This is an optimization exercise on Yosys and OpenROAD, whose aim is small area and a short achievable clock period, not a production implementation. Function was not checked in any run shown here: the RTL went through the layout flow alone. Power figures rest on the tool's default switching activity, not on a simulated workload.

## flow/design.v (module list and top-level ports; edited modules follow where they fit)
// module div_pre: 102 lines
// module div_post: 209 lines
// module alu_top: 731 lines
module alu_top (
    input clk,
    input [16-1:0] a,
    input [16-1:0] b,
    input [3:0] sel,
    output reg [16-1:0] y,
    output reg carry
);
  // ...
==> flow/flow/run.sh <==
#!/bin/bash
# Standard ORFS layout (standard.sh: unchanged synthesis, steps and SDC) with
# a larger setup slack margin for the repair steps.  At the design's 27 ns
# period every path already has slack, so without a margin the repair steps
# do nothing; with MARGIN ns they shorten every path longer than 27 - MARGIN.
set -euo pipefail
MARGIN=16.5
bash standard.sh SETUP_SLACK_MARGIN=$MARGIN  finish > standard.log 2>&1
==> flow/standard.sh <==
#!/bin/bash
# synth_recipe.tcl (not shown) runs the flow's synth.tcl, then flattens the netlist and writes it again
# the make line also repeats each setting of config.mk as NAME=value (left out here)
make -C /OpenROAD-flow-scripts/flow DESIGN_CONFIG=/design/flow/config.mk WORK_HOME=/design/flow/orfs CLKGATE_MAP_FILE= SYNTH_SCRIPT=/design/flow/synth_recipe.tcl "${@:-finish}"
==> flow/config.mk <==
export PLATFORM = sky130hd
export DESIGN_NAME = alu_top
export DESIGN_NICKNAME = alu_top
export VERILOG_FILES = /design/flow/design.v
export SDC_FILE = /design/flow/constraint.sdc
export NUM_CORES = 4
export LEC_CHECK = 0
export ABC_AREA = 1
export CAP_MARGIN = 20
export CORE_MARGIN = 2
export CORE_UTILIZATION = 55
export SLEW_MARGIN = 20
export SYNTH_HIERARCHICAL = 1
==> flow/constraint.sdc <==
create_clock -name core_clock -period 27.0 [get_ports {clk}]
set_input_delay 5.4000 -clock core_clock [delete_from_list [all_inputs] [get_ports {clk}]]
set_output_delay 5.4000 -clock core_clock [all_outputs]
set_load 0.01 [all_outputs]
==> results.toml, run 1 <==
[status]
status = "complete, no violations"

[setup_path]
reg2reg_depth = 69
crit_arrival_ns = 4.76
cp_num_cells = 32
reg2reg_setup_slack_ns = 17.46
crit_start = "s2_b[12]"

[routing]
via_count = 16540
drt.antenna.violating_nets = 0
wl_met1_um = 22380

[finish]
n_antenna_cell = 0
drive_gt1_share_pct = 15.60
seq_share_pct = 10.94
largest_class = "multi-input gates"
clockBufferCount = 10
final.fill_count = 2961
multi_input_gates = 1985

[die]
design.core.area_um2 = 29800
rows = 63

[power_and_ir_drop]
powerComb_uw = 600

[timing]
fmax_ghz = 0.09845
hold_ws_ns = 0.4581

[global_route]
grt_pass1_wl_um = 78500
grt_use_met2_pct = 51.61
busiest_layer = "met2"

[logic_synthesis]
synthAdderAreaFrac_pct = 19.47
synth_edf_count = 0
netlist_instances = 2638

[placed_design]
port_buffers = 53
gp_congestion = 0.9234

[cts]
cts_root_buffer = "clkbuf_16"
==> inputs of run 2 (changes only) <==
==> flow/design.v (replaced) <==
module alu_ops (
    input [16-1:0] A, B,
    input [3:0] sel,
    output reg [16-1:0] Y,
    output C
);
  wire [16:0] sc, dc; wire [16:0] sum; wire [15:0] dif;
  assign sc[0] = 1'b0; assign dc[0] = 1'b1;
  genvar k;
  generate for (k = 0; k < 16; k = k + 1) begin : rip
    assign sum[k] = A[k] ^ B[k] ^ sc[k];
    assign sc[k+1] = (A[k] & B[k]) | (sc[k] & (A[k] ^ B[k]));
    assign dif[k] = A[k] ^ ~B[k] ^ dc[k];
    assign dc[k+1] = (A[k] & ~B[k]) | (dc[k] & ~(A[k] ^ B[k]));
  end endgenerate
  assign sum[16] = sc[16];
  assign C = sum[16];
  wire [15:0] prod;
  mul16lo u_mul (.a(A), .b(B), .p(prod));
  wire s_add = (sel == 4'b0000) | (sel[3:1] == 3'b111);
  wire s_sub = sel == 4'b0001;
  wire s_mul = sel == 4'b0010;
  wire s_shl = sel == 4'b0100;
  wire s_shr = sel == 4'b0101;
  wire s_rl = sel == 4'b0110;
  wire s_rr = sel == 4'b0111;
  wire s_lg = sel[3] & ~(sel[2] & sel[1]);
  wire l_g = s_lg & ((sel[2:0] == 3'b000) | (sel[2:0] == 3'b001) | (sel[2:0] == 3'b011) | (sel[2:0] == 3'b100));
  wire l_p = s_lg & ((sel[2:0] == 3'b001) | (sel[2:0] == 3'b010) | (sel[2:0] == 3'b011) | (sel[2:0] == 3'b101));
  wire l_n = s_lg & ((sel[2:0] == 3'b011) | (sel[2:0] == 3'b100) | (sel[2:0] == 3'b101));
  wire [15:0] bg = A & B, bp = A ^ B;
  wire [15:0] lo = {16{l_n}} ^ (({16{l_g}} & bg) | ({16{l_p}} & bp));
  wire [15:0] sh = ({16{s_shl}} & {A[14:0], 1'b0}) | ({16{s_shr}} & {1'b0, A[15:1]})
                 | ({16{s_rl}} & {8'b0, A[6:0], A[7]}) | ({16{s_rr}} & {8'b0, A[0], A[7:1]});
  always @* Y = ({16{s_add}} & sum[15:0]) | ({16{s_sub}} & dif) | ({16{s_mul}} & prod) | sh | lo;
endmodule
module mul16lo(input [15:0] a, input [15:0] b, output [15:0] p);
  wire pp0_0 = a[0] & b[0];
  wire pp0_1 = a[1] & b[0];
  wire pp0_2 = a[2] & b[0];
  wire pp0_3 = a[3] & b[0];
  wire pp0_4 = a[4] & b[0];
  wire pp0_5 = a[5] & b[0];
  wire pp0_6 = a[6] & b[0];
  wire pp0_7 = a[7] & b[0];
  wire pp0_8 = a[8] & b[0];
  wire pp0_9 = a[9] & b[0];
  wire pp0_10 = a[10] & b[0];
  wire pp0_11 = a[11] & b[0];
  wire pp0_12 = a[12] & b[0];
  wire pp0_13 = a[13] & b[0];
  wire pp0_14 = a[14] & b[0];
  wire pp0_15 = a[15] & b[0];
  wire pp1_0 = a[0] & b[1];
  wire pp1_1 = a[1] & b[1];
  wire pp1_2 = a[2] & b[1];
  wire pp1_3 = a[3] & b[1];
  wire pp1_4 = a[4] & b[1];
  wire pp1_5 = a[5] & b[1];
  wire pp1_6 = a[6] & b[1];
  wire pp1_7 = a[7] & b[1];
  wire pp1_8 = a[8] & b[1];
  wire pp1_9 = a[9] & b[1];
  wire pp1_10 = a[10] & b[1];
  wire pp1_11 = a[11] & b[1];
  wire pp1_12 = a[12] & b[1];
  wire pp1_13 = a[13] & b[1];
  wire pp1_14 = a[14] & b[1];
  wire pp2_0 = a[0] & b[2];
  wire pp2_1 = a[1] & b[2];
  wire pp2_2 = a[2] & b[2];
  wire pp2_3 = a[3] & b[2];
  wire pp2_4 = a[4] & b[2];
  wire pp2_5 = a[5] & b[2];
  wire pp2_6 = a[6] & b[2];
  wire pp2_7 = a[7] & b[2];
  wire pp2_8 = a[8] & b[2];
  wire pp2_9 = a[9] & b[2];
  wire pp2_10 = a[10] & b[2];
  wire pp2_11 = a[11] & b[2];
  wire pp2_12 = a[12] & b[2];
  wire pp2_13 = a[13] & b[2];
  wire pp3_0 = a[0] & b[3];
  wire pp3_1 = a[1] & b[3];
  wire pp3_2 = a[2] & b[3];
  wire pp3_3 = a[3] & b[3];
  wire pp3_4 = a[4] & b[3];
  wire pp3_5 = a[5] & b[3];
  wire pp3_6 = a[6] & b[3];
  wire pp3_7 = a[7] & b[3];
  wire pp3_8 = a[8] & b[3];
  wire pp3_9 = a[9] & b[3];
  wire pp3_10 = a[10] & b[3];
  wire pp3_11 = a[11] & b[3];
  wire pp3_12 = a[12] & b[3];
  wire pp4_0 = a[0] & b[4];
  wire pp4_1 = a[1] & b[4];
  wire pp4_2 = a[2] & b[4];
  wire pp4_3 = a[3] & b[4];
  wire pp4_4 = a[4] & b[4];
  wire pp4_5 = a[5] & b[4];
  wire pp4_6 = a[6] & b[4];
  wire pp4_7 = a[7] & b[4];
  wire pp4_8 = a[8] & b[4];
  wire pp4_9 = a[9] & b[4];
  wire pp4_10 = a[10] & b[4];
  wire pp4_11 = a[11] & b[4];
  wire pp5_0 = a[0] & b[5];
  wire pp5_1 = a[1] & b[5];
  wire pp5_2 = a[2] & b[5];
  wire pp5_3 = a[3] & b[5];
  wire pp5_4 = a[4] & b[5];
  wire pp5_5 = a[5] & b[5];
  wire pp5_6 = a[6] & b[5];
  wire pp5_7 = a[7] & b[5];
  wire pp5_8 = a[8] & b[5];
  wire pp5_9 = a[9] & b[5];
  wire pp5_10 = a[10] & b[5];
  wire pp6_0 = a[0] & b[6];
  wire pp6_1 = a[1] & b[6];
  wire pp6_2 = a[2] & b[6];
  wire pp6_3 = a[3] & b[6];
  wire pp6_4 = a[4] & b[6];
  wire pp6_5 = a[5] & b[6];
  wire pp6_6 = a[6] & b[6];
  wire pp6_7 = a[7] & b[6];
  wire pp6_8 = a[8] & b[6];
  wire pp6_9 = a[9] & b[6];
  wire pp7_0 = a[0] & b[7];
  wire pp7_1 = a[1] & b[7];
  wire pp7_2 = a[2] & b[7];
  wire pp7_3 = a[3] & b[7];
  wire pp7_4 = a[4] & b[7];
  wire pp7_5 = a[5] & b[7];
  wire pp7_6 = a[6] & b[7];
  wire pp7_7 = a[7] & b[7];
  wire pp7_8 = a[8] & b[7];
  wire pp8_0 = a[0] & b[8];
  wire pp8_1 = a[1] & b[8];
  wire pp8_2 = a[2] & b[8];
  wire pp8_3 = a[3] & b[8];
  wire pp8_4 = a[4] & b[8];
  wire pp8_5 = a[5] & b[8];
  wire pp8_6 = a[6] & b[8];
  wire pp8_7 = a[7] & b[8];
  wire pp9_0 = a[0] & b[9];
  wire pp9_1 = a[1] & b[9];
  wire pp9_2 = a[2] & b[9];
  wire pp9_3 = a[3] & b[9];
  wire pp9_4 = a[4] & b[9];
  wire pp9_5 = a[5] & b[9];
  wire pp9_6 = a[6] & b[9];
  wire pp10_0 = a[0] & b[10];
  wire pp10_1 = a[1] & b[10];
  wire pp10_2 = a[2] & b[10];
  wire pp10_3 = a[3] & b[10];
  wire pp10_4 = a[4] & b[10];
  wire pp10_5 = a[5] & b[10];
  wire pp11_0 = a[0] & b[11];
  wire pp11_1 = a[1] & b[11];
  wire pp11_2 = a[2] & b[11];
  wire pp11_3 = a[3] & b[11];
  wire pp11_4 = a[4] & b[11];
  wire pp12_0 = a[0] & b[12];
  wire pp12_1 = a[1] & b[12];
  wire pp12_2 = a[2] & b[12];
  wire pp12_3 = a[3] & b[12];
  wire pp13_0 = a[0] & b[13];
  wire pp13_1 = a[1] & b[13];
  wire pp13_2 = a[2] & b[13];
  wire pp14_0 = a[0] & b[14];
  wire pp14_1 = a[1] & b[14];
  wire pp15_0 = a[0] & b[15];
  wire fs0 = pp0_2 ^ pp1_1 ^ pp2_0;
  wire fc0 = (pp0_2 & pp1_1) | (pp0_2 & pp2_0) | (pp1_1 & pp2_0);
  wire fs1 = pp0_3 ^ pp1_2 ^ pp2_1;
  wire fc1 = (pp0_3 & pp1_2) | (pp0_3 & pp2_1) | (pp1_2 & pp2_1);
  wire fs2 = pp0_4 ^ pp1_3 ^ pp2_2;
  wire fc2 = (pp0_4 & pp1_3) | (pp0_4 & pp2_2) | (pp1_3 & pp2_2);
  wire fs3 = pp0_5 ^ pp1_4 ^ pp2_3;
  wire fc3 = (pp0_5 & pp1_4) | (pp0_5 & pp2_3) | (pp1_4 & pp2_3);
  wire fs4 = pp3_2 ^ pp4_1 ^ pp5_0;
  wire fc4 = (pp3_2 & pp4_1) | (pp3_2 & pp5_0) | (pp4_1 & pp5_0);
  wire fs5 = pp0_6 ^ pp1_5 ^ pp2_4;
  wire fc5 = (pp0_6 & pp1_5) | (pp0_6 & pp2_4) | (pp1_5 & pp2_4);
  wire fs6 = pp3_3 ^ pp4_2 ^ pp5_1;
  wire fc6 = (pp3_3 & pp4_2) | (pp3_3 & pp5_1) | (pp4_2 & pp5_1);
  wire fs7 = pp0_7 ^ pp1_6 ^ pp2_5;
  wire fc7 = (pp0_7 & pp1_6) | (pp0_7 & pp2_5) | (pp1_6 & pp2_5);
  wire fs8 = pp3_4 ^ pp4_3 ^ pp5_2;
  wire fc8 = (pp3_4 & pp4_3) | (pp3_4 & pp5_2) | (pp4_3 & pp5_2);
  wire fs9 = pp0_8 ^ pp1_7 ^ pp2_6;
  wire fc9 = (pp0_8 & pp1_7) | (pp0_8 & pp2_6) | (pp1_7 & pp2_6);
  wire fs10 = pp3_5 ^ pp4_4 ^ pp5_3;
  wire fc10 = (pp3_5 & pp4_4) | (pp3_5 & pp5_3) | (pp4_4 & pp5_3);
  wire fs11 = pp6_2 ^ pp7_1 ^ pp8_0;
  wire fc11 = (pp6_2 & pp7_1) | (pp6_2 & pp8_0) | (pp7_1 & pp8_0);
  wire fs12 = pp0_9 ^ pp1_8 ^ pp2_7;
  wire fc12 = (pp0_9 & pp1_8) | (pp0_9 & pp2_7) | (pp1_8 & pp2_7);
  wire fs13 = pp3_6 ^ pp4_5 ^ pp5_4;
  wire fc13 = (pp3_6 & pp4_5) | (pp3_6 & pp5_4) | (pp4_5 & pp5_4);
  wire fs14 = pp6_3 ^ pp7_2 ^ pp8_1;
  wire fc14 = (pp6_3 & pp7_2) | (pp6_3 & pp8_1) | (pp7_2 & pp8_1);
  wire fs15 = pp0_10 ^ pp1_9 ^ pp2_8;
  wire fc15 = (pp0_10 & pp1_9) | (pp0_10 & pp2_8) | (pp1_9 & pp2_8);
  wire fs16 = pp3_7 ^ pp4_6 ^ pp5_5;
  wire fc16 = (pp3_7 & pp4_6) | (pp3_7 & pp5_5) | (pp4_6 & pp5_5);
  wire fs17 = pp6_4 ^ pp7_3 ^ pp8_2;
  wire fc17 = (pp6_4 & pp7_3) | (pp6_4 & pp8_2) | (pp7_3 & pp8_2);
  wire fs18 = pp0_11 ^ pp1_10 ^ pp2_9;
  wire fc18 = (pp0_11 & pp1_10) | (pp0_11 & pp2_9) | (pp1_10 & pp2_9);
  wire fs19 = pp3_8 ^ pp4_7 ^ pp5_6;
  wire fc19 = (pp3_8 & pp4_7) | (pp3_8 & pp5_6) | (pp4_7 & pp5_6);
  wire fs20 = pp6_5 ^ pp7_4 ^ pp8_3;
  wire fc20 = (pp6_5 & pp7_4) | (pp6_5 & pp8_3) | (pp7_4 & pp8_3);
  wire fs21 = pp9_2 ^ pp10_1 ^ pp11_0;
  wire fc21 = (pp9_2 & pp10_1) | (pp9_2 & pp11_0) | (pp10_1 & pp11_0);
  wire fs22 = pp0_12 ^ pp1_11 ^ pp2_10;
  wire fc22 = (pp0_12 & pp1_11) | (pp0_12 & pp2_10) | (pp1_11 & pp2_10);
  wire fs23 = pp3_9 ^ pp4_8 ^ pp5_7;
  wire fc23 = (pp3_9 & pp4_8) | (pp3_9 & pp5_7) | (pp4_8 & pp5_7);
  wire fs24 = pp6_6 ^ pp7_5 ^ pp8_4;
  wire fc24 = (pp6_6 & pp7_5) | (pp6_6 & pp8_4) | (pp7_5 & pp8_4);
  wire fs25 = pp9_3 ^ pp10_2 ^ pp11_1;
  wire fc25 = (pp9_3 & pp10_2) | (pp9_3 & pp11_1) | (pp10_2 & pp11_1);
  wire fs26 = pp0_13 ^ pp1_12 ^ pp2_11;
  wire fc26 = (pp0_13 & pp1_12) | (pp0_13 & pp2_11) | (pp1_12 & pp2_11);
  wire fs27 = pp3_10 ^ pp4_9 ^ pp5_8;
  wire fc27 = (pp3_10 & pp4_9) | (pp3_10 & pp5_8) | (pp4_9 & pp5_8);
  wire fs28 = pp6_7 ^ pp7_6 ^ pp8_5;
  wire fc28 = (pp6_7 & pp7_6) | (pp6_7 & pp8_5) | (pp7_6 & pp8_5);
  wire fs29 = pp9_4 ^ pp10_3 ^ pp11_2;
  wire fc29 = (pp9_4 & pp10_3) | (pp9_4 & pp11_2) | (pp10_3 & pp11_2);
  wire fs30 = pp0_14 ^ pp1_13 ^ pp2_12;
  wire fc30 = (pp0_14 & pp1_13) | (pp0_14 & pp2_12) | (pp1_13 & pp2_12);
  wire fs31 = pp3_11 ^ pp4_10 ^ pp5_9;
  wire fc31 = (pp3_11 & pp4_10) | (pp3_11 & pp5_9) | (pp4_10 & pp5_9);
  wire fs32 = pp6_8 ^ pp7_7 ^ pp8_6;
  wire fc32 = (pp6_8 & pp7_7) | (pp6_8 & pp8_6) | (pp7_7 & pp8_6);
  wire fs33 = pp9_5 ^ pp10_4 ^ pp11_3;
  wire fc33 = (pp9_5 & pp10_4) | (pp9_5 & pp11_3) | (pp10_4 & pp11_3);
  wire fs34 = pp12_2 ^ pp13_1 ^ pp14_0;
  wire fc34 = (pp12_2 & pp13_1) | (pp12_2 & pp14_0) | (pp13_1 & pp14_0);
  wire fs35 = pp0_15 ^ pp1_14 ^ pp2_13;
  wire fc35 = (pp0_15 & pp1_14) | (pp0_15 & pp2_13) | (pp1_14 & pp2_13);
  wire fs36 = pp3_12 ^ pp4_11 ^ pp5_10;
  wire fc36 = (pp3_12 & pp4_11) | (pp3_12 & pp5_10) | (pp4_11 & pp5_10);
  wire fs37 = pp6_9 ^ pp7_8 ^ pp8_7;
  wire fc37 = (pp6_9 & pp7_8) | (pp6_9 & pp8_7) | (pp7_8 & pp8_7);
  wire fs38 = pp9_6 ^ pp10_5 ^ pp11_4;
  wire fc38 = (pp9_6 & pp10_5) | (pp9_6 & pp11_4) | (pp10_5 & pp11_4);
  wire fs39 = pp12_3 ^ pp13_2 ^ pp14_1;
  wire fc39 = (pp12_3 & pp13_2) | (pp12_3 & pp14_1) | (pp13_2 & pp14_1);
  wire fs40 = fc0 ^ fs1 ^ pp3_0;
  wire fc40 = (fc0 & fs1) | (fc0 & pp3_0) | (fs1 & pp3_0);
  wire fs41 = fc1 ^ fs2 ^ pp3_1;
  wire fc41 = (fc1 & fs2) | (fc1 & pp3_1) | (fs2 & pp3_1);
  wire fs42 = fc2 ^ fs3 ^ fs4;
  wire fc42 = (fc2 & fs3) | (fc2 & fs4) | (fs3 & fs4);
  wire fs43 = fc3 ^ fc4 ^ fs5;
  wire fc43 = (fc3 & fc4) | (fc3 & fs5) | (fc4 & fs5);
  wire fs44 = fc5 ^ fc6 ^ fs7;
  wire fc44 = (fc5 & fc6) | (fc5 & fs7) | (fc6 & fs7);
  wire fs45 = fs8 ^ pp6_1 ^ pp7_0;
  wire fc45 = (fs8 & pp6_1) | (fs8 & pp7_0) | (pp6_1 & pp7_0);
  wire fs46 = fc7 ^ fc8 ^ fs9;
  wire fc46 = (fc7 & fc8) | (fc7 & fs9) | (fc8 & fs9);
  wire fs47 = fc9 ^ fc10 ^ fc11;
  wire fc47 = (fc9 & fc10) | (fc9 & fc11) | (fc10 & fc11);
  wire fs48 = fs12 ^ fs13 ^ fs14;
  wire fc48 = (fs12 & fs13) | (fs12 & fs14) | (fs13 & fs14);
  wire fs49 = fc12 ^ fc13 ^ fc14;
  wire fc49 = (fc12 & fc13) | (fc12 & fc14) | (fc13 & fc14);
  wire fs50 = fs15 ^ fs16 ^ fs17;
  wire fc50 = (fs15 & fs16) | (fs15 & fs17) | (fs16 & fs17);
  wire fs51 = fc15 ^ fc16 ^ fc17;
  wire fc51 = (fc15 & fc16) | (fc15 & fc17) | (fc16 & fc17);
  wire fs52 = fs18 ^ fs19 ^ fs20;
  wire fc52 = (fs18 & fs19) | (fs18 & fs20) | (fs19 & fs20);
  wire fs53 = fc18 ^ fc19 ^ fc20;
  wire fc53 = (fc18 & fc19) | (fc18 & fc20) | (fc19 & fc20);
  wire fs54 = fc21 ^ fs22 ^ fs23;
  wire fc54 = (fc21 & fs22) | (fc21 & fs23) | (fs22 & fs23);
  wire fs55 = fs24 ^ fs25 ^ pp12_0;
  wire fc55 = (fs24 & fs25) | (fs24 & pp12_0) | (fs25 & pp12_0);
  wire fs56 = fc22 ^ fc23 ^ fc24;
  wire fc56 = (fc22 & fc23) | (fc22 & fc24) | (fc23 & fc24);
  wire fs57 = fc25 ^ fs26 ^ fs27;
  wire fc57 = (fc25 & fs26) | (fc25 & fs27) | (fs26 & fs27);
  wire fs58 = fs28 ^ fs29 ^ pp12_1;
  wire fc58 = (fs28 & fs29) | (fs28 & pp12_1) | (fs29 & pp12_1);
  wire fs59 = fc26 ^ fc27 ^ fc28;
  wire fc59 = (fc26 & fc27) | (fc26 & fc28) | (fc27 & fc28);
  wire fs60 = fc29 ^ fs30 ^ fs31;
  wire fc60 = (fc29 & fs30) | (fc29 & fs31) | (fs30 & fs31);
  wire fs61 = fs32 ^ fs33 ^ fs34;
  wire fc61 = (fs32 & fs33) | (fs32 & fs34) | (fs33 & fs34);
  wire fs62 = fc30 ^ fc31 ^ fc32;
  wire fc62 = (fc30 & fc31) | (fc30 & fc32) | (fc31 & fc32);
  wire fs63 = fc33 ^ fc34 ^ fs35;
  wire fc63 = (fc33 & fc34) | (fc33 & fs35) | (fc34 & fs35);
  wire fs64 = fs36 ^ fs37 ^ fs38;
  wire fc64 = (fs36 & fs37) | (fs36 & fs38) | (fs37 & fs38);
  wire fs65 = fc40 ^ fs41 ^ pp4_0;
  wire fc65 = (fc40 & fs41) | (fc40 & pp4_0) | (fs41 & pp4_0);
  wire fs66 = fc42 ^ fs43 ^ fs6;
  wire fc66 = (fc42 & fs43) | (fc42 & fs6) | (fs43 & fs6);
  wire fs67 = fc43 ^ fs44 ^ fs45;
  wire fc67 = (fc43 & fs44) | (fc43 & fs45) | (fs44 & fs45);
  wire fs68 = fc44 ^ fc45 ^ fs46;
  wire fc68 = (fc44 & fc45) | (fc44 & fs46) | (fc45 & fs46);
  wire fs69 = fc46 ^ fs47 ^ fs48;
  wire fc69 = (fc46 & fs47) | (fc46 & fs48) | (fs47 & fs48);
  wire fs70 = fc47 ^ fc48 ^ fs49;
  wire fc70 = (fc47 & fc48) | (fc47 & fs49) | (fc48 & fs49);
  wire fs71 = fs50 ^ pp9_1 ^ pp10_0;
  wire fc71 = (fs50 & pp9_1) | (fs50 & pp10_0) | (pp9_1 & pp10_0);
  wire fs72 = fc49 ^ fc50 ^ fs51;
  wire fc72 = (fc49 & fc50) | (fc49 & fs51) | (fc50 & fs51);
  wire fs73 = fc51 ^ fc52 ^ fs53;
  wire fc73 = (fc51 & fc52) | (fc51 & fs53) | (fc52 & fs53);
  wire fs74 = fc53 ^ fc54 ^ fc55;
  wire fc74 = (fc53 & fc54) | (fc53 & fc55) | (fc54 & fc55);
  wire fs75 = fs56 ^ fs57 ^ fs58;
  wire fc75 = (fs56 & fs57) | (fs56 & fs58) | (fs57 & fs58);
  wire fs76 = fc56 ^ fc57 ^ fc58;
  wire fc76 = (fc56 & fc57) | (fc56 & fc58) | (fc57 & fc58);
  wire fs77 = fs59 ^ fs60 ^ fs61;
  wire fc77 = (fs59 & fs60) | (fs59 & fs61) | (fs60 & fs61);
  wire fs78 = fc59 ^ fc60 ^ fc61;
  wire fc78 = (fc59 & fc60) | (fc59 & fc61) | (fc60 & fc61);
  wire fs79 = fs62 ^ fs63 ^ fs64;
  wire fc79 = (fs62 & fs63) | (fs62 & fs64) | (fs63 & fs64);
  wire fs80 = fc65 ^ fc41 ^ fs42;
  wire fc80 = (fc65 & fc41) | (fc65 & fs42) | (fc41 & fs42);
  wire fs81 = fc67 ^ fs68 ^ fs10;
  wire fc81 = (fc67 & fs68) | (fc67 & fs10) | (fs68 & fs10);
  wire fs82 = fc68 ^ fs69 ^ pp9_0;
  wire fc82 = (fc68 & fs69) | (fc68 & pp9_0) | (fs69 & pp9_0);
  wire fs83 = fc69 ^ fs70 ^ fs71;
  wire fc83 = (fc69 & fs70) | (fc69 & fs71) | (fs70 & fs71);
  wire fs84 = fc70 ^ fc71 ^ fs72;
  wire fc84 = (fc70 & fc71) | (fc70 & fs72) | (fc71 & fs72);
  wire fs85 = fc72 ^ fs73 ^ fs54;
  wire fc85 = (fc72 & fs73) | (fc72 & fs54) | (fs73 & fs54);
  wire fs86 = fc73 ^ fs74 ^ fs75;
  wire fc86 = (fc73 & fs74) | (fc73 & fs75) | (fs74 & fs75);
  wire fs87 = fc74 ^ fc75 ^ fs76;
  wire fc87 = (fc74 & fc75) | (fc74 & fs76) | (fc75 & fs76);
  wire fs88 = fc76 ^ fc77 ^ fs78;
  wire fc88 = (fc76 & fc77) | (fc76 & fs78) | (fc77 & fs78);
  wire fs89 = fs79 ^ fs39 ^ pp15_0;
  wire fc89 = (fs79 & fs39) | (fs79 & pp15_0) | (fs39 & pp15_0);
  wire fs90 = fc80 ^ fs66 ^ pp6_0;
  wire fc90 = (fc80 & fs66) | (fc80 & pp6_0) | (fs66 & pp6_0);
  wire fs91 = fc83 ^ fs84 ^ fs52;
  wire fc91 = (fc83 & fs84) | (fc83 & fs52) | (fs84 & fs52);
  wire fs92 = fc84 ^ fs85 ^ fs55;
  wire fc92 = (fc84 & fs85) | (fc84 & fs55) | (fs85 & fs55);
  wire fs93 = fc85 ^ fs86 ^ pp13_0;
  wire fc93 = (fc85 & fs86) | (fc85 & pp13_0) | (fs86 & pp13_0);
  wire fs94 = fc86 ^ fs87 ^ fs77;
  wire fc94 = (fc86 & fs87) | (fc86 & fs77) | (fs87 & fs77);
  wire fs95 = fc87 ^ fs88 ^ fs89;
  wire fc95 = (fc87 & fs88) | (fc87 & fs89) | (fs88 & fs89);
  wire fs96 = fc90 ^ fc66 ^ fs67;
  wire fc96 = (fc90 & fc66) | (fc90 & fs67) | (fc66 & fs67);
  wire fs97 = fc96 ^ fs81 ^ fs11;
  wire fc97 = (fc96 & fs81) | (fc96 & fs11) | (fs81 & fs11);
  wire fs98 = fc97 ^ fc81 ^ fs82;
  wire fc98 = (fc97 & fc81) | (fc97 & fs82) | (fc81 & fs82);
  wire fs99 = fc98 ^ fc82 ^ fs83;
  wire fc99 = (fc98 & fc82) | (fc98 & fs83) | (fc82 & fs83);
  wire fs100 = fc99 ^ fs91 ^ fs21;
  wire fc100 = (fc99 & fs91) | (fc99 & fs21) | (fs91 & fs21);
  wire fs101 = fc100 ^ fc91 ^ fs92;
  wire fc101 = (fc100 & fc91) | (fc100 & fs92) | (fc91 & fs92);
  wire fs102 = fc101 ^ fc92 ^ fs93;
  wire fc102 = (fc101 & fc92) | (fc101 & fs93) | (fc92 & fs93);
  wire fs103 = fc102 ^ fc93 ^ fs94;
  wire fc103 = (fc102 & fc93) | (fc102 & fs94) | (fc93 & fs94);
  wire fs104 = fc103 ^ fc94 ^ fs95;
  wire fc104 = (fc103 & fc94) | (fc103 & fs95) | (fc94 & fs95);
  assign p[0] = pp0_0;
  wire hs105 = pp0_1 ^ pp1_0;
  wire hc105 = pp0_1 & pp1_0;
  assign p[1] = hs105;
  wire hs106 = fs0 ^ hc105;
  wire hc106 = fs0 & hc105;
  assign p[2] = hs106;
  wire hs107 = fs40 ^ hc106;
  wire hc107 = fs40 & hc106;
  assign p[3] = hs107;
  wire hs108 = fs65 ^ hc107;
  wire hc108 = fs65 & hc107;
  assign p[4] = hs108;
  wire hs109 = fs80 ^ hc108;
  wire hc109 = fs80 & hc108;
  assign p[5] = hs109;
  wire hs110 = fs90 ^ hc109;
  wire hc110 = fs90 & hc109;
  assign p[6] = hs110;
  wire hs111 = fs96 ^ hc110;
  wire hc111 = fs96 & hc110;
  assign p[7] = hs111;
  wire hs112 = fs97 ^ hc111;
  wire hc112 = fs97 & hc111;
  assign p[8] = hs112;
  wire hs113 = fs98 ^ hc112;
  wire hc113 = fs98 & hc112;
  assign p[9] = hs113;
  wire hs114 = fs99 ^ hc113;
  wire hc114 = fs99 & hc113;
  assign p[10] = hs114;
  wire hs115 = fs100 ^ hc114;
  wire hc115 = fs100 & hc114;
  assign p[11] = hs115;
  wire hs116 = fs101 ^ hc115;
  wire hc116 = fs101 & hc115;
  assign p[12] = hs116;
  wire hs117 = fs102 ^ hc116;
  wire hc117 = fs102 & hc116;
  assign p[13] = hs117;
  wire hs118 = fs103 ^ hc117;
  wire hc118 = fs103 & hc117;
  assign p[14] = hs118;
  wire hs119 = fs104 ^ hc118;
  wire hc119 = fs104 & hc118;
  assign p[15] = hs119;
endmodule
module alu_top (
    input clk,
    input [16-1:0] a,
    input [16-1:0] b,
    input [3:0] sel,
    output reg [16-1:0] y,
    output reg carry
);
  wire [0:0] t15 = a[15];
  wire [0:0] p15 = ~(t15 ^ b[0:0]);
  wire [1:0] c15;
  wire G15_0 = p15[0] ? 1'b0 : b[0];
  assign c15[0] = 1'b0;
  assign c15[1] = G15_0;
  wire [0:0] d15 = ~p15 ^ c15[0:0];
  wire q15 = ~|b[15:1] & ~c15[1];
  wire [0:0] r15 = q15 ? d15[0:0] : t15;
  wire [1:0] t14 = {r15, a[14]};
  wire [1:0] p14 = ~(t14 ^ b[1:0]);
  wire [2:0] c14;
  wire G14_0 = p14[0] ? 1'b0 : b[0];
  wire G14_1 = p14[1] ? G14_0 : b[1];
  assign c14[0] = 1'b0;
  assign c14[1] = G14_0;
  assign c14[2] = G14_1;
  wire [1:0] d14 = ~p14 ^ c14[1:0];
  wire q14 = ~|b[15:2] & ~c14[2];
  wire [1:0] r14 = q14 ? d14[1:0] : t14;
  wire [2:0] t13 = {r14, a[13]};
  wire [2:0] p13 = ~(t13 ^ b[2:0]);
  wire [3:0] c13;
  wire G13_0 = p13[0] ? 1'b0 : b[0];
  wire G13_1 = p13[2] ? b[1] : b[2];
  wire P13_1 = p13[2] & p13[1];
  wire G13_2 = p13[1] ? G13_0 : b[1];
  wire G13_3 = P13_1 ? G13_0 : G13_1;
  assign c13[0] = 1'b0;
  assign c13[1] = G13_0;
  assign c13[2] = G13_2;
  assign c13[3] = G13_3;
  wire [2:0] d13 = ~p13 ^ c13[2:0];
  wire q13 = ~|b[15:3] & ~c13[3];
  wire [2:0] r13 = q13 ? d13[2:0] : t13;
  wire [3:0] t12 = {r13, a[12]};
  wire [3:0] p12 = ~(t12 ^ b[3:0]);
  wire [4:0] c12;
  wire G12_0 = p12[0] ? 1'b0 : b[0];
  wire G12_1 = p12[2] ? b[1] : b[2];
  wire P12_1 = p12[2] & p12[1];
  wire G12_2 = p12[1] ? G12_0 : b[1];
  wire G12_3 = P12_1 ? G12_0 : G12_1;
  wire G12_4 = p12[3] ? G12_3 : b[3];
  assign c12[0] = 1'b0;
  assign c12[1] = G12_0;
  assign c12[2] = G12_2;
  assign c12[3] = G12_3;
  assign c12[4] = G12_4;
  wire [3:0] d12 = ~p12 ^ c12[3:0];
  wire q12 = ~|b[15:4] & ~c12[4];
  wire [3:0] r12 = q12 ? d12[3:0] : t12;
  reg [15:0] s1_a, s1_b;
  reg [3:0] s1_sel;
  reg [3:0] s1_r, s1_q;
  always @(posedge clk) begin
    s1_a <= a;
    s1_b <= b;
    s1_sel <= sel;
    s1_r <= r12;
    s1_q <= {q15, q14, q13, q12};
  end
  wire [4:0] t11 = {s1_r, s1_a[11]};
  wire [4:0] p11 = ~(t11 ^ s1_b[4:0]);
  wire [5:0] c11;
  wire G11_0 = p11[0] ? 1'b0 : s1_b[0];
  wire G11_1 = p11[2] ? s1_b[1] : s1_b[2];
  wire P11_1 = p11[2] & p11[1];
  wire G11_2 = p11[4] ? s1_b[3] : s1_b[4];
  wire P11_2 = p11[4] & p11[3];
  wire G11_3 = p11[1] ? G11_0 : s1_b[1];
  wire G11_4 = P11_1 ? G11_0 : G11_1;
  wire G11_5 = p11[3] ? G11_4 : s1_b[3];
  wire G11_6 = P11_2 ? G11_4 : G11_2;
  assign c11[0] = 1'b0;
  assign c11[1] = G11_0;
  assign c11[2] = G11_3;
  assign c11[3] = G11_4;
  assign c11[4] = G11_5;
  assign c11[5] = G11_6;
  wire [4:0] d11 = ~p11 ^ c11[4:0];
  wire q11 = ~|s1_b[15:5] & ~c11[5];
  wire [4:0] r11 = q11 ? d11[4:0] : t11;
  wire [5:0] t10 = {r11, s1_a[10]};
  wire [5:0] p10 = ~(t10 ^ s1_b[5:0]);
  wire [6:0] c10;
  wire G10_0 = p10[0] ? 1'b0 : s1_b[0];
  wire G10_1 = p10[2] ? s1_b[1] : s1_b[2];
  wire P10_1 = p10[2] & p10[1];
  wire G10_2 = p10[4] ? s1_b[3] : s1_b[4];
  wire P10_2 = p10[4] & p10[3];
  wire G10_3 = p10[1] ? G10_0 : s1_b[1];
  wire G10_4 = P10_1 ? G10_0 : G10_1;
  wire G10_5 = p10[5] ? G10_2 : s1_b[5];
  wire P10_5 = p10[5] & P10_2;
  wire G10_6 = p10[3] ? G10_4 : s1_b[3];
  wire G10_7 = P10_2 ? G10_4 : G10_2;
  wire G10_8 = P10_5 ? G10_4 : G10_5;
  assign c10[0] = 1'b0;
  assign c10[1] = G10_0;
  assign c10[2] = G10_3;
  assign c10[3] = G10_4;
  assign c10[4] = G10_6;
  assign c10[5] = G10_7;
  assign c10[6] = G10_8;
  wire [5:0] d10 = ~p10 ^ c10[5:0];
  wire q10 = ~|s1_b[15:6] & ~c10[6];
  wire [5:0] r10 = q10 ? d10[5:0] : t10;
  wire [6:0] t9 = {r10, s1_a[9]};
  wire [6:0] p9 = ~(t9 ^ s1_b[6:0]);
  wire [7:0] c9;
  wire G9_0 = p9[0] ? 1'b0 : s1_b[0];
  wire G9_1 = p9[2] ? s1_b[1] : s1_b[2];
  wire P9_1 = p9[2] & p9[1];
  wire G9_2 = p9[4] ? s1_b[3] : s1_b[4];
  wire P9_2 = p9[4] & p9[3];
  wire G9_3 = p9[6] ? s1_b[5] : s1_b[6];
  wire P9_3 = p9[6] & p9[5];
  wire G9_4 = p9[1] ? G9_0 : s1_b[1];
  wire G9_5 = P9_1 ? G9_0 : G9_1;
  wire G9_6 = p9[5] ? G9_2 : s1_b[5];
  wire P9_6 = p9[5] & P9_2;
  wire G9_7 = P9_3 ? G9_2 : G9_3;
  wire P9_7 = P9_3 & P9_2;
  wire G9_8 = p9[3] ? G9_5 : s1_b[3];
  wire G9_9 = P9_2 ? G9_5 : G9_2;
  wire G9_10 = P9_6 ? G9_5 : G9_6;
  wire G9_11 = P9_7 ? G9_5 : G9_7;
  assign c9[0] = 1'b0;
  assign c9[1] = G9_0;
  assign c9[2] = G9_4;
  assign c9[3] = G9_5;
  assign c9[4] = G9_8;
  assign c9[5] = G9_9;
  assign c9[6] = G9_10;
  assign c9[7] = G9_11;
  wire [6:0] d9 = ~p9 ^ c9[6:0];
  wire q9 = ~|s1_b[15:7] & ~c9[7];
  wire [6:0] r9 = q9 ? d9[6:0] : t9;
  wire [7:0] t8 = {r9, s1_a[8]};
  wire [7:0] p8 = ~(t8 ^ s1_b[7:0]);
  wire [8:0] c8;
  wire G8_0 = p8[0] ? 1'b0 : s1_b[0];
  wire G8_1 = p8[2] ? s1_b[1] : s1_b[2];
  wire P8_1 = p8[2] & p8[1];
  wire G8_2 = p8[4] ? s1_b[3] : s1_b[4];
  wire P8_2 = p8[4] & p8[3];
  wire G8_3 = p8[6] ? s1_b[5] : s1_b[6];
  wire P8_3 = p8[6] & p8[5];
  wire G8_4 = p8[1] ? G8_0 : s1_b[1];
  wire G8_5 = P8_1 ? G8_0 : G8_1;
  wire G8_6 = p8[5] ? G8_2 : s1_b[5];
  wire P8_6 = p8[5] & P8_2;
  wire G8_7 = P8_3 ? G8_2 : G8_3;
  wire P8_7 = P8_3 & P8_2;
  wire G8_8 = p8[3] ? G8_5 : s1_b[3];
  wire G8_9 = P8_2 ? G8_5 : G8_2;
  wire G8_10 = P8_6 ? G8_5 : G8_6;
  wire G8_11 = P8_7 ? G8_5 : G8_7;
  wire G8_12 = p8[7] ? G8_11 : s1_b[7];
  assign c8[0] = 1'b0;
  assign c8[1] = G8_0;
  assign c8[2] = G8_4;
  assign c8[3] = G8_5;
  assign c8[4] = G8_8;
  assign c8[5] = G8_9;
  assign c8[6] = G8_10;
  assign c8[7] = G8_11;
  assign c8[8] = G8_12;
  wire [7:0] d8 = ~p8 ^ c8[7:0];
  wire q8 = ~|s1_b[15:8] & ~c8[8];
  wire [7:0] r8 = q8 ? d8[7:0] : t8;
  wire [8:0] t7 = {r8, s1_a[7]};
  wire [8:0] p7 = ~(t7 ^ s1_b[8:0]);
  wire [9:0] c7;
  wire G7_0 = p7[0] ? 1'b0 : s1_b[0];
  wire G7_1 = p7[2] ? s1_b[1] : s1_b[2];
  wire P7_1 = p7[2] & p7[1];
  wire G7_2 = p7[4] ? s1_b[3] : s1_b[4];
  wire P7_2 = p7[4] & p7[3];
  wire G7_3 = p7[6] ? s1_b[5] : s1_b[6];
  wire P7_3 = p7[6] & p7[5];
  wire G7_4 = p7[8] ? s1_b[7] : s1_b[8];
  wire P7_4 = p7[8] & p7[7];
  wire G7_5 = p7[1] ? G7_0 : s1_b[1];
  wire G7_6 = P7_1 ? G7_0 : G7_1;
  wire G7_7 = p7[5] ? G7_2 : s1_b[5];
  wire P7_7 = p7[5] & P7_2;
  wire G7_8 = P7_3 ? G7_2 : G7_3;
  wire P7_8 = P7_3 & P7_2;
  wire G7_9 = p7[3] ? G7_6 : s1_b[3];
  wire G7_10 = P7_2 ? G7_6 : G7_2;
  wire G7_11 = P7_7 ? G7_6 : G7_7;
  wire G7_12 = P7_8 ? G7_6 : G7_8;
  wire G7_13 = p7[7] ? G7_12 : s1_b[7];
  wire G7_14 = P7_4 ? G7_12 : G7_4;
  assign c7[0] = 1'b0;
  assign c7[1] = G7_0;
  assign c7[2] = G7_5;
  assign c7[3] = G7_6;
  assign c7[4] = G7_9;
  assign c7[5] = G7_10;
  assign c7[6] = G7_11;
  assign c7[7] = G7_12;
  assign c7[8] = G7_13;
  assign c7[9] = G7_14;
  wire [8:0] d7 = ~p7 ^ c7[8:0];
  wire q7 = ~|s1_b[15:9] & ~c7[9];
  wire [8:0] r7 = q7 ? d7[8:0] : t7;
  wire [9:0] t6 = {r7, s1_a[6]};
  wire [9:0] p6 = ~(t6 ^ s1_b[9:0]);
  wire [10:0] c6;
  wire G6_0 = p6[0] ? 1'b0 : s1_b[0];
  wire G6_1 = p6[2] ? s1_b[1] : s1_b[2];
  wire P6_1 = p6[2] & p6[1];
  wire G6_2 = p6[4] ? s1_b[3] : s1_b[4];
  wire P6_2 = p6[4] & p6[3];
  wire G6_3 = p6[6] ? s1_b[5] : s1_b[6];
  wire P6_3 = p6[6] & p6[5];
  wire G6_4 = p6[8] ? s1_b[7] : s1_b[8];
  wire P6_4 = p6[8] & p6[7];
  wire G6_5 = p6[1] ? G6_0 : s1_b[1];
  wire G6_6 = P6_1 ? G6_0 : G6_1;
  wire G6_7 = p6[5] ? G6_2 : s1_b[5];
  wire P6_7 = p6[5] & P6_2;
  wire G6_8 = P6_3 ? G6_2 : G6_3;
  wire P6_8 = P6_3 & P6_2;
  wire G6_9 = p6[9] ? G6_4 : s1_b[9];
  wire P6_9 = p6[9] & P6_4;
  wire G6_10 = p6[3] ? G6_6 : s1_b[3];
  wire G6_11 = P6_2 ? G6_6 : G6_2;
  wire G6_12 = P6_7 ? G6_6 : G6_7;
  wire G6_13 = P6_8 ? G6_6 : G6_8;
  wire G6_14 = p6[7] ? G6_13 : s1_b[7];
  wire G6_15 = P6_4 ? G6_13 : G6_4;
  wire G6_16 = P6_9 ? G6_13 : G6_9;
  assign c6[0] = 1'b0;
  assign c6[1] = G6_0;
  assign c6[2] = G6_5;
  assign c6[3] = G6_6;
  assign c6[4] = G6_10;
  assign c6[5] = G6_11;
  assign c6[6] = G6_12;
  assign c6[7] = G6_13;
  assign c6[8] = G6_14;
  assign c6[9] = G6_15;
  assign c6[10] = G6_16;
  wire [9:0] d6 = ~p6 ^ c6[9:0];
  wire q6 = ~|s1_b[15:10] & ~c6[10];
  wire [9:0] r6 = q6 ? d6[9:0] : t6;
  wire [10:0] t5 = {r6, s1_a[5]};
  wire [10:0] p5 = ~(t5 ^ s1_b[10:0]);
  wire [11:0] c5;
  wire G5_0 = p5[0] ? 1'b0 : s1_b[0];
  wire G5_1 = p5[2] ? s1_b[1] : s1_b[2];
  wire P5_1 = p5[2] & p5[1];
  wire G5_2 = p5[4] ? s1_b[3] : s1_b[4];
  wire P5_2 = p5[4] & p5[3];
  wire G5_3 = p5[6] ? s1_b[5] : s1_b[6];
  wire P5_3 = p5[6] & p5[5];
  wire G5_4 = p5[8] ? s1_b[7] : s1_b[8];
  wire P5_4 = p5[8] & p5[7];
  wire G5_5 = p5[10] ? s1_b[9] : s1_b[10];
  wire P5_5 = p5[10] & p5[9];
  wire G5_6 = p5[1] ? G5_0 : s1_b[1];
  wire G5_7 = P5_1 ? G5_0 : G5_1;
  wire G5_8 = p5[5] ? G5_2 : s1_b[5];
  wire P5_8 = p5[5] & P5_2;
  wire G5_9 = P5_3 ? G5_2 : G5_3;
  wire P5_9 = P5_3 & P5_2;
  wire G5_10 = p5[9] ? G5_4 : s1_b[9];
  wire P5_10 = p5[9] & P5_4;
  wire G5_11 = P5_5 ? G5_4 : G5_5;
  wire P5_11 = P5_5 & P5_4;
  wire G5_12 = p5[3] ? G5_7 : s1_b[3];
  wire G5_13 = P5_2 ? G5_7 : G5_2;
  wire G5_14 = P5_8 ? G5_7 : G5_8;
  wire G5_15 = P5_9 ? G5_7 : G5_9;
  wire G5_16 = p5[7] ? G5_15 : s1_b[7];
  wire G5_17 = P5_4 ? G5_15 : G5_4;
  wire G5_18 = P5_10 ? G5_15 : G5_10;
  wire G5_19 = P5_11 ? G5_15 : G5_11;
  assign c5[0] = 1'b0;
  assign c5[1] = G5_0;
  assign c5[2] = G5_6;
  assign c5[3] = G5_7;
  assign c5[4] = G5_12;
  assign c5[5] = G5_13;
  assign c5[6] = G5_14;
  assign c5[7] = G5_15;
  assign c5[8] = G5_16;
  assign c5[9] = G5_17;
  assign c5[10] = G5_18;
  assign c5[11] = G5_19;
  wire [10:0] d5 = ~p5 ^ c5[10:0];
  wire q5 = ~|s1_b[15:11] & ~c5[11];
  wire [10:0] r5 = q5 ? d5[10:0] : t5;
  wire [11:0] t4 = {r5, s1_a[4]};
  wire [11:0] p4 = ~(t4 ^ s1_b[11:0]);
  wire [12:0] c4;
  wire G4_0 = p4[0] ? 1'b0 : s1_b[0];
  wire G4_1 = p4[2] ? s1_b[1] : s1_b[2];
  wire P4_1 = p4[2] & p4[1];
  wire G4_2 = p4[4] ? s1_b[3] : s1_b[4];
  wire P4_2 = p4[4] & p4[3];
  wire G4_3 = p4[6] ? s1_b[5] : s1_b[6];
  wire P4_3 = p4[6] & p4[5];
  wire G4_4 = p4[8] ? s1_b[7] : s1_b[8];
  wire P4_4 = p4[8] & p4[7];
  wire G4_5 = p4[10] ? s1_b[9] : s1_b[10];
  wire P4_5 = p4[10] & p4[9];
  wire G4_6 = p4[1] ? G4_0 : s1_b[1];
  wire G4_7 = P4_1 ? G4_0 : G4_1;
  wire G4_8 = p4[5] ? G4_2 : s1_b[5];
  wire P4_8 = p4[5] & P4_2;
  wire G4_9 = P4_3 ? G4_2 : G4_3;
  wire P4_9 = P4_3 & P4_2;
  wire G4_10 = p4[9] ? G4_4 : s1_b[9];
  wire P4_10 = p4[9] & P4_4;
  wire G4_11 = P4_5 ? G4_4 : G4_5;
  wire P4_11 = P4_5 & P4_4;
  wire G4_12 = p4[3] ? G4_7 : s1_b[3];
  wire G4_13 = P4_2 ? G4_7 : G4_2;
  wire G4_14 = P4_8 ? G4_7 : G4_8;
  wire G4_15 = P4_9 ? G4_7 : G4_9;
  wire G4_16 = p4[11] ? G4_11 : s1_b[11];
  wire P4_16 = p4[11] & P4_11;
  wire G4_17 = p4[7] ? G4_15 : s1_b[7];
  wire G4_18 = P4_4 ? G4_15 : G4_4;
  wire G4_19 = P4_10 ? G4_15 : G4_10;
  wire G4_20 = P4_11 ? G4_15 : G4_11;
  wire G4_21 = P4_16 ? G4_15 : G4_16;
  assign c4[0] = 1'b0;
  assign c4[1] = G4_0;
  assign c4[2] = G4_6;
  assign c4[3] = G4_7;
  assign c4[4] = G4_12;
  assign c4[5] = G4_13;
  assign c4[6] = G4_14;
  assign c4[7] = G4_15;
  assign c4[8] = G4_17;
  assign c4[9] = G4_18;
  assign c4[10] = G4_19;
  assign c4[11] = G4_20;
  assign c4[12] = G4_21;
  wire [11:0] d4 = ~p4 ^ c4[11:0];
  wire q4 = ~|s1_b[15:12] & ~c4[12];
  wire [11:0] r4 = q4 ? d4[11:0] : t4;
  wire [12:0] t3 = {r4, s1_a[3]};
  wire [12:0] p3 = ~(t3 ^ s1_b[12:0]);
  wire [13:0] c3;
  wire G3_0 = p3[0] ? 1'b0 : s1_b[0];
  wire G3_1 = p3[2] ? s1_b[1] : s1_b[2];
  wire P3_1 = p3[2] & p3[1];
  wire G3_2 = p3[4] ? s1_b[3] : s1_b[4];
  wire P3_2 = p3[4] & p3[3];
  wire G3_3 = p3[6] ? s1_b[5] : s1_b[6];
  wire P3_3 = p3[6] & p3[5];
  wire G3_4 = p3[8] ? s1_b[7] : s1_b[8];
  wire P3_4 = p3[8] & p3[7];
  wire G3_5 = p3[10] ? s1_b[9] : s1_b[10];
  wire P3_5 = p3[10] & p3[9];
  wire G3_6 = p3[12] ? s1_b[11] : s1_b[12];
  wire P3_6 = p3[12] & p3[11];
  wire G3_7 = p3[1] ? G3_0 : s1_b[1];
  wire G3_8 = P3_1 ? G3_0 : G3_1;
  wire G3_9 = p3[5] ? G3_2 : s1_b[5];
  wire P3_9 = p3[5] & P3_2;
  wire G3_10 = P3_3 ? G3_2 : G3_3;
  wire P3_10 = P3_3 & P3_2;
  wire G3_11 = p3[9] ? G3_4 : s1_b[9];
  wire P3_11 = p3[9] & P3_4;
  wire G3_12 = P3_5 ? G3_4 : G3_5;
  wire P3_12 = P3_5 & P3_4;
  wire G3_13 = p3[3] ? G3_8 : s1_b[3];
  wire G3_14 = P3_2 ? G3_8 : G3_2;
  wire G3_15 = P3_9 ? G3_8 : G3_9;
  wire G3_16 = P3_10 ? G3_8 : G3_10;
  wire G3_17 = p3[11] ? G3_12 : s1_b[11];
  wire P3_17 = p3[11] & P3_12;
  wire G3_18 = P3_6 ? G3_12 : G3_6;
  wire P3_18 = P3_6 & P3_12;
  wire G3_19 = p3[7] ? G3_16 : s1_b[7];
  wire G3_20 = P3_4 ? G3_16 : G3_4;
  wire G3_21 = P3_11 ? G3_16 : G3_11;
  wire G3_22 = P3_12 ? G3_16 : G3_12;
  wire G3_23 = P3_17 ? G3_16 : G3_17;
  wire G3_24 = P3_18 ? G3_16 : G3_18;
  assign c3[0] = 1'b0;
  assign c3[1] = G3_0;
  assign c3[2] = G3_7;
  assign c3[3] = G3_8;
  assign c3[4] = G3_13;
  assign c3[5] = G3_14;
  assign c3[6] = G3_15;
  assign c3[7] = G3_16;
  assign c3[8] = G3_19;
  assign c3[9] = G3_20;
  assign c3[10] = G3_21;
  assign c3[11] = G3_22;
  assign c3[12] = G3_23;
  assign c3[13] = G3_24;
  wire [12:0] d3 = ~p3 ^ c3[12:0];
  wire q3 = ~|s1_b[15:13] & ~c3[13];
  wire [12:0] r3 = q3 ? d3[12:0] : t3;
  wire [13:0] t2 = {r3, s1_a[2]};
  wire [13:0] p2 = ~(t2 ^ s1_b[13:0]);
  wire [14:0] c2;
  wire G2_0 = p2[0] ? 1'b0 : s1_b[0];
  wire G2_1 = p2[2] ? s1_b[1] : s1_b[2];
  wire P2_1 = p2[2] & p2[1];
  wire G2_2 = p2[4] ? s1_b[3] : s1_b[4];
  wire P2_2 = p2[4] & p2[3];
  wire G2_3 = p2[6] ? s1_b[5] : s1_b[6];
  wire P2_3 = p2[6] & p2[5];
  wire G2_4 = p2[8] ? s1_b[7] : s1_b[8];
  wire P2_4 = p2[8] & p2[7];
  wire G2_5 = p2[10] ? s1_b[9] : s1_b[10];
  wire P2_5 = p2[10] & p2[9];
  wire G2_6 = p2[12] ? s1_b[11] : s1_b[12];
  wire P2_6 = p2[12] & p2[11];
  wire G2_7 = p2[1] ? G2_0 : s1_b[1];
  wire G2_8 = P2_1 ? G2_0 : G2_1;
  wire G2_9 = p2[5] ? G2_2 : s1_b[5];
  wire P2_9 = p2[5] & P2_2;
  wire G2_10 = P2_3 ? G2_2 : G2_3;
  wire P2_10 = P2_3 & P2_2;
  wire G2_11 = p2[9] ? G2_4 : s1_b[9];
  wire P2_11 = p2[9] & P2_4;
  wire G2_12 = P2_5 ? G2_4 : G2_5;
  wire P2_12 = P2_5 & P2_4;
  wire G2_13 = p2[13] ? G2_6 : s1_b[13];
  wire P2_13 = p2[13] & P2_6;
  wire G2_14 = p2[3] ? G2_8 : s1_b[3];
  wire G2_15 = P2_2 ? G2_8 : G2_2;
  wire G2_16 = P2_9 ? G2_8 : G2_9;
  wire G2_17 = P2_10 ? G2_8 : G2_10;
  wire G2_18 = p2[11] ? G2_12 : s1_b[11];
  wire P2_18 = p2[11] & P2_12;
  wire G2_19 = P2_6 ? G2_12 : G2_6;
  wire P2_19 = P2_6 & P2_12;
  wire G2_20 = P2_13 ? G2_12 : G2_13;
  wire P2_20 = P2_13 & P2_12;
  wire G2_21 = p2[7] ? G2_17 : s1_b[7];
  wire G2_22 = P2_4 ? G2_17 : G2_4;
  wire G2_23 = P2_11 ? G2_17 : G2_11;
  wire G2_24 = P2_12 ? G2_17 : G2_12;
  wire G2_25 = P2_18 ? G2_17 : G2_18;
  wire G2_26 = P2_19 ? G2_17 : G2_19;
  wire G2_27 = P2_20 ? G2_17 : G2_20;
  assign c2[0] = 1'b0;
  assign c2[1] = G2_0;
  assign c2[2] = G2_7;
  assign c2[3] = G2_8;
  assign c2[4] = G2_14;
  assign c2[5] = G2_15;
  assign c2[6] = G2_16;
  assign c2[7] = G2_17;
  assign c2[8] = G2_21;
  assign c2[9] = G2_22;
  assign c2[10] = G2_23;
  assign c2[11] = G2_24;
  assign c2[12] = G2_25;
  assign c2[13] = G2_26;
  assign c2[14] = G2_27;
  wire [13:0] d2 = ~p2 ^ c2[13:0];
  wire q2 = ~|s1_b[15:14] & ~c2[14];
  wire [13:0] r2 = q2 ? d2[13:0] : t2;
  wire [15:2] qm = {s1_q, q11, q10, q9, q8, q7, q6, q5, q4, q3, q2};
  wire [15:0] o;
  wire co;
  alu_ops u_ops (.A(s1_a), .B(s1_b), .sel(s1_sel), .Y(o), .C(co));
  wire isdiv = s1_sel == 4'b0011;
  reg [15:0] s2_m;         
  reg [13:0] s2_r;
  reg [1:0] s2_a;
  reg [15:0] s2_b;
  reg s2_div;
  always @(posedge clk) begin
    s2_m <= isdiv ? {qm, o[1:0]} : o;
    s2_r <= r2;
    s2_a <= s1_a[1:0];
    s2_b <= s1_b;
    s2_div <= isdiv;
    carry <= co;
  end
  wire [14:0] t1 = {s2_r, s2_a[1]};
  wire [14:0] p1 = ~(t1 ^ s2_b[14:0]);
  wire [15:0] c1;
  wire G1_0 = p1[0] ? 1'b0 : s2_b[0];
  wire G1_1 = p1[2] ? s2_b[1] : s2_b[2];
  wire P1_1 = p1[2] & p1[1];
  wire G1_2 = p1[4] ? s2_b[3] : s2_b[4];
  wire P1_2 = p1[4] & p1[3];
  wire G1_3 = p1[6] ? s2_b[5] : s2_b[6];
  wire P1_3 = p1[6] & p1[5];
  wire G1_4 = p1[8] ? s2_b[7] : s2_b[8];
  wire P1_4 = p1[8] & p1[7];
  wire G1_5 = p1[10] ? s2_b[9] : s2_b[10];
  wire P1_5 = p1[10] & p1[9];
  wire G1_6 = p1[12] ? s2_b[11] : s2_b[12];
  wire P1_6 = p1[12] & p1[11];
  wire G1_7 = p1[14] ? s2_b[13] : s2_b[14];
  wire P1_7 = p1[14] & p1[13];
  wire G1_8 = p1[1] ? G1_0 : s2_b[1];
  wire G1_9 = P1_1 ? G1_0 : G1_1;
  wire G1_10 = p1[5] ? G1_2 : s2_b[5];
  wire P1_10 = p1[5] & P1_2;
  wire G1_11 = P1_3 ? G1_2 : G1_3;
  wire P1_11 = P1_3 & P1_2;
  wire G1_12 = p1[9] ? G1_4 : s2_b[9];
  wire P1_12 = p1[9] & P1_4;
  wire G1_13 = P1_5 ? G1_4 : G1_5;
  wire P1_13 = P1_5 & P1_4;
  wire G1_14 = p1[13] ? G1_6 : s2_b[13];
  wire P1_14 = p1[13] & P1_6;
  wire G1_15 = P1_7 ? G1_6 : G1_7;
  wire P1_15 = P1_7 & P1_6;
  wire G1_16 = p1[3] ? G1_9 : s2_b[3];
  wire G1_17 = P1_2 ? G1_9 : G1_2;
  wire G1_18 = P1_10 ? G1_9 : G1_10;
  wire G1_19 = P1_11 ? G1_9 : G1_11;
  wire G1_20 = p1[11] ? G1_13 : s2_b[11];
  wire P1_20 = p1[11] & P1_13;
  wire G1_21 = P1_6 ? G1_13 : G1_6;
  wire P1_21 = P1_6 & P1_13;
  wire G1_22 = P1_14 ? G1_13 : G1_14;
  wire P1_22 = P1_14 & P1_13;
  wire G1_23 = P1_15 ? G1_13 : G1_15;
  wire P1_23 = P1_15 & P1_13;
  wire G1_24 = p1[7] ? G1_19 : s2_b[7];
  wire G1_25 = P1_4 ? G1_19 : G1_4;
  wire G1_26 = P1_12 ? G1_19 : G1_12;
  wire G1_27 = P1_13 ? G1_19 : G1_13;
  wire G1_28 = P1_20 ? G1_19 : G1_20;
  wire G1_29 = P1_21 ? G1_19 : G1_21;
  wire G1_30 = P1_22 ? G1_19 : G1_22;
  wire G1_31 = P1_23 ? G1_19 : G1_23;
  assign c1[0] = 1'b0;
  assign c1[1] = G1_0;
  assign c1[2] = G1_8;
  assign c1[3] = G1_9;
  assign c1[4] = G1_16;
  assign c1[5] = G1_17;
  assign c1[6] = G1_18;
  assign c1[7] = G1_19;
  assign c1[8] = G1_24;
  assign c1[9] = G1_25;
  assign c1[10] = G1_26;
  assign c1[11] = G1_27;
  assign c1[12] = G1_28;
  assign c1[13] = G1_29;
  assign c1[14] = G1_30;
  assign c1[15] = G1_31;
  wire [14:0] d1 = ~p1 ^ c1[14:0];
  wire q1 = ~|s2_b[15:15] & ~c1[15];
  wire [14:0] r1 = q1 ? d1[14:0] : t1;
  wire [15:0] t0 = {r1, s2_a[0]};
  wire [15:0] p0 = ~(t0 ^ s2_b[15:0]);
  wire [16:0] c0;
  wire G0_0 = p0[0] ? 1'b0 : s2_b[0];
  wire G0_1 = p0[2] ? s2_b[1] : s2_b[2];
  wire P0_1 = p0[2] & p0[1];
  wire G0_2 = p0[4] ? s2_b[3] : s2_b[4];
  wire P0_2 = p0[4] & p0[3];
  wire G0_3 = p0[6] ? s2_b[5] : s2_b[6];
  wire P0_3 = p0[6] & p0[5];
  wire G0_4 = p0[8] ? s2_b[7] : s2_b[8];
  wire P0_4 = p0[8] & p0[7];
  wire G0_5 = p0[10] ? s2_b[9] : s2_b[10];
  wire P0_5 = p0[10] & p0[9];
  wire G0_6 = p0[12] ? s2_b[11] : s2_b[12];
  wire P0_6 = p0[12] & p0[11];
  wire G0_7 = p0[14] ? s2_b[13] : s2_b[14];
  wire P0_7 = p0[14] & p0[13];
  wire G0_8 = p0[1] ? G0_0 : s2_b[1];
  wire G0_9 = P0_1 ? G0_0 : G0_1;
  wire G0_10 = p0[5] ? G0_2 : s2_b[5];
  wire P0_10 = p0[5] & P0_2;
  wire G0_11 = P0_3 ? G0_2 : G0_3;
  wire P0_11 = P0_3 & P0_2;
  wire G0_12 = p0[9] ? G0_4 : s2_b[9];
  wire P0_12 = p0[9] & P0_4;
  wire G0_13 = P0_5 ? G0_4 : G0_5;
  wire P0_13 = P0_5 & P0_4;
  wire G0_14 = p0[13] ? G0_6 : s2_b[13];
  wire P0_14 = p0[13] & P0_6;
  wire G0_15 = P0_7 ? G0_6 : G0_7;
  wire P0_15 = P0_7 & P0_6;
  wire G0_16 = p0[3] ? G0_9 : s2_b[3];
  wire G0_17 = P0_2 ? G0_9 : G0_2;
  wire G0_18 = P0_10 ? G0_9 : G0_10;
  wire G0_19 = P0_11 ? G0_9 : G0_11;
  wire G0_20 = p0[11] ? G0_13 : s2_b[11];
  wire P0_20 = p0[11] & P0_13;
  wire G0_21 = P0_6 ? G0_13 : G0_6;
  wire P0_21 = P0_6 & P0_13;
  wire G0_22 = P0_14 ? G0_13 : G0_14;
  wire P0_22 = P0_14 & P0_13;
  wire G0_23 = P0_15 ? G0_13 : G0_15;
  wire P0_23 = P0_15 & P0_13;
  wire G0_24 = p0[7] ? G0_19 : s2_b[7];
  wire G0_25 = P0_4 ? G0_19 : G0_4;
  wire G0_26 = P0_12 ? G0_19 : G0_12;
  wire G0_27 = P0_13 ? G0_19 : G0_13;
  wire G0_28 = P0_20 ? G0_19 : G0_20;
  wire G0_29 = P0_21 ? G0_19 : G0_21;
  wire G0_30 = P0_22 ? G0_19 : G0_22;
  wire G0_31 = P0_23 ? G0_19 : G0_23;
  wire G0_32 = p0[15] ? G0_31 : s2_b[15];
  assign c0[0] = 1'b0;
  assign c0[1] = G0_0;
  assign c0[2] = G0_8;
  assign c0[3] = G0_9;
  assign c0[4] = G0_16;
  assign c0[5] = G0_17;
  assign c0[6] = G0_18;
  assign c0[7] = G0_19;
  assign c0[8] = G0_24;
  assign c0[9] = G0_25;
  assign c0[10] = G0_26;
  assign c0[11] = G0_27;
  assign c0[12] = G0_28;
  assign c0[13] = G0_29;
  assign c0[14] = G0_30;
  assign c0[15] = G0_31;
  assign c0[16] = G0_32;
  wire [15:0] d0 = ~p0 ^ c0[15:0];
  wire q0 = 1'b1 & ~c0[16];
  always @* y = {s2_m[15:2], s2_div ? {q1, q0} : s2_m[1:0]};
endmodule
--- a/flow/config.mk
+++ b/flow/config.mk
@@ -5,9 +5,8 @@
 export SDC_FILE = /design/flow/constraint.sdc
 export NUM_CORES = 4
 export LEC_CHECK = 0
 export ABC_AREA = 1
 export CAP_MARGIN = 20
 export CORE_MARGIN = 2
 export CORE_UTILIZATION = 55
 export SLEW_MARGIN = 20
-export SYNTH_HIERARCHICAL = 1
==> run 2 against run 1 <==
Effect of this change:
- still clean
- clock-buffer cell count unchanged
- combinational power up 8.2%
- critical path depth up 56
- first-iteration DRC count up 24%
- total power up 3.1%
- flip-flop and latch count down 4
- clock power down about 10%
- sequential power down 4%
- via count up 5.6%
- core utilization up 12 points
- die area down 3.4%
- largest cell class unchanged
- highest routed layer unchanged
==> results.toml, run 2 <==
[status]
status = "complete, no violations"

[cts]
clkSlewWorstSetupHoldPaths_ns = 0.07
htree_levels = 3
cts_tree = "done"
cts_buffer_depth = 2
cts_root_buffer = "clkbuf_16"
clk_latency_ns = 0.37
clkSinkCount = 94

[logic_synthesis]
synth_edf_count = 0
yosysSeqAreaShare_pct = 11.63
synth_top_cell_area_share_pct = 20.55
synth-seq-cells = 94
synthXorXnorAreaFrac_pct = 3.842
synthArstFlopShare_pct = 0
synth_compound_area_share_pct = 6.934
ys.warnings.count = 2
synth.net_count = 2786
yosys.area.top_type = "nand2_1"
yosys.area_share.simple_pct = 42.47
synth_common_cells = "nand2_1 (886), inv_1 (408), nand3_1 (275)"
synth_area_per_cell_um2 = 6.325
ys_types = 68
netlist_instances = 2559
synthAdderAreaFrac_pct = 20.25
synthMuxAreaShare_pct = 0.06184

[routing]
drc = 0
dr.max_layer_used = "met4"
drt_iter0_markers = 1370
wl_met1_um = 23700
met3_wirelength_um = 4960
via_count = 17470
finalWirelength_um = 57120
drt.antenna.violating_nets = 0
drt-pass1-iter-count = 6
viasPerCell = 5.581

[die]
rows = 62
design.core.area_um2 = 28860
dieArea_um2 = 30820

[setup_path]
cpPeakStageDelay_ns = 0.47
crit_start = "s1_b[13]"
cpMaxStageDelayCell = "dfxtp_2"
cp.required_ns = 27.31
crit_arrival_ns = 10.89
cp-start-kind = "flip-flop"
crit_end = "s2_m[2]"
critPathKind = "flip-flop to flip-flop"
reg2reg_depth = 88
reg2reg_setup_slack_ns = 16.42

[timing]
layout_min_cycle_time_ns = 10.58
hold_violations = 0
setup_viol = 0
hold_ws_ns = 0.5048
fin_setup_tns_ns = 0
relSlewSlack_pct = 26.52
skew_ns = 0.01471
fmax_ghz = 0.09450

[global_route]
grtUsageTotal_pct = 35.23
gr-total-overflow = 0
grt_pass1_wl_um = 84820
grt_max_degree = 27

[power_and_ir_drop]
vdd_ir_drop_max_v = 0.00005929

[placed_design]
gp_congestion = 0.9430
place_area_um2 = 16800
port_buffers = 53
dp_hpwl_um = 38190

[finish]
drive_gt1_share_pct = 29.28
final_common_cell = "nand2_1"
area_delta_synth_final_pct = 29.25
n_antenna_cell = 0

[worst_hold_path]
hold_path_class = "flip-flop to flip-flop"

[job]
drv_cap = 0
run 2: cell types whose count changed after synthesis, moves of 7 or more:
cell	delta
a21oi_1	+11
inv_1	-12
o21ai_0	+33
nor2_2	-7
nand3_2	-21
xor2_1	+19
inv_2	-9
nor2_1	+33
xnor2_1	-10
nand2_2	-49
nand2_1	-60
run 2: layout make-up:
class / count / area [um^2]
Inverter: 467 / 1924
Fill cell: 2409 / 7938
Tap cell: 384 / 480.5
Timing Repair inverter: 2 / 17.52
Sequential cell: 94 / 1917
Clock buffer: 10 / 239.0
Multi-Input combinational cell: 1936 / 14120
Timing Repair Buffer: 231 / 2177
Clock inverter: 6 / 47.55
run 2: layer usage:
metal,up-vias,global-route usage [%]
met5,-,0
met4,0,16.29
met3,187,8.528
met2,810,56.14
met1,8174,45.12
li1,8297,-
run 2: worst max-delay path, delay by kind of cell, from the launching register on:
kind                   cells  cell delay [ns]
DFF                        1             0.47
and+or+nand+nor           74             8.27
buffers and inverters     12             1.27
AOI/OAI and AO/OA          2             0.45
run 2: repair_timing:
item	CTS	global route
gates resized for setup	194	427
endpoints found under the hold margin	0	0
pin swaps	59	174
setup buffers	55	91
setup endpoints to repair	18	17
cloned	17	3
run 2: logic make-up (layout without fill, tap and decap cells):
family / count (synthesis) / after routing
and+or+nand+nor: 1485 / 1498
buffers and inverters: 542 / 716
adders and majority gates: 190 / 190
AOI/OAI and AO/OA: 176 / 176
DFF: 94 / 94
xor gates and xnor gates: 71 / 71
muxes: 1 / 1
run 2: worst min path at each step:
stage,from,to,slack (ns),cells after the start
after floorplan,s1_a[0],s2_a[0],0.35,0
after global placement,s1_q[3],s2_m[15],0.48,2
after detailed placement,s1_q[3],s2_m[15],0.46,2
after CTS,s1_q[3],s2_m[15],0.50,2
after global routing,s1_q[3],s2_m[15],0.52,2
final,s1_q[3],s2_m[15],0.50,2
run 2: metrics by stage:
stage / power (uW) / cells / worst slack, ns
after floorplan: 562.2 / 2559 / 17.22
after global placement: 703.9 / 2948 / 14.80
after detailed placement: 712.9 / 2948 / 14.43
after CTS: 876.4 / 3036 / 16.51
after global routing: 1015 / 3130 / 15.77
final: 937.4 / 3130 / 16.42
run 2: report_power, final:
group | internal, uW | switching (uW)
sequential | 153 | 11.6
clock | 65.1 | 58.6
combinational | 260 | 389

port drivers added, routing unchanged:
How much do the figures lean on ideal ports? The routed layouts below were timed once more, with nothing changed but the port constraints. Step 1 (the two cells are an assumption about what drives the block):
set clk [get_ports {clk}]
set_driving_cell -lib_cell sky130_fd_sc_hd__clkbuf_16 $clk
set_driving_cell -lib_cell sky130_fd_sc_hd__buf_2 [delete_from_list [all_inputs] $clk]
Step 2 times the ports against the registers' clock, not the clock port: input delays grow and output delays shrink by t, the midpoint of the rising clock arrivals with the driver on. Slacks: ideal / step 1 / step 2; pairs: ideal / step 1.
run	t, ns	setup slack, ns	worst setup path at the end	clock arrival spread, ns	pins driven straight from the clock port
run 1	0.425	16.843 / 16.785 / 17.211	register to output	0.015 / 0.015	1
run 2	0.419	16.418 / 16.418 / 16.418	register to register	0.015 / 0.015	1
After both steps every run listed still meets setup and hold.
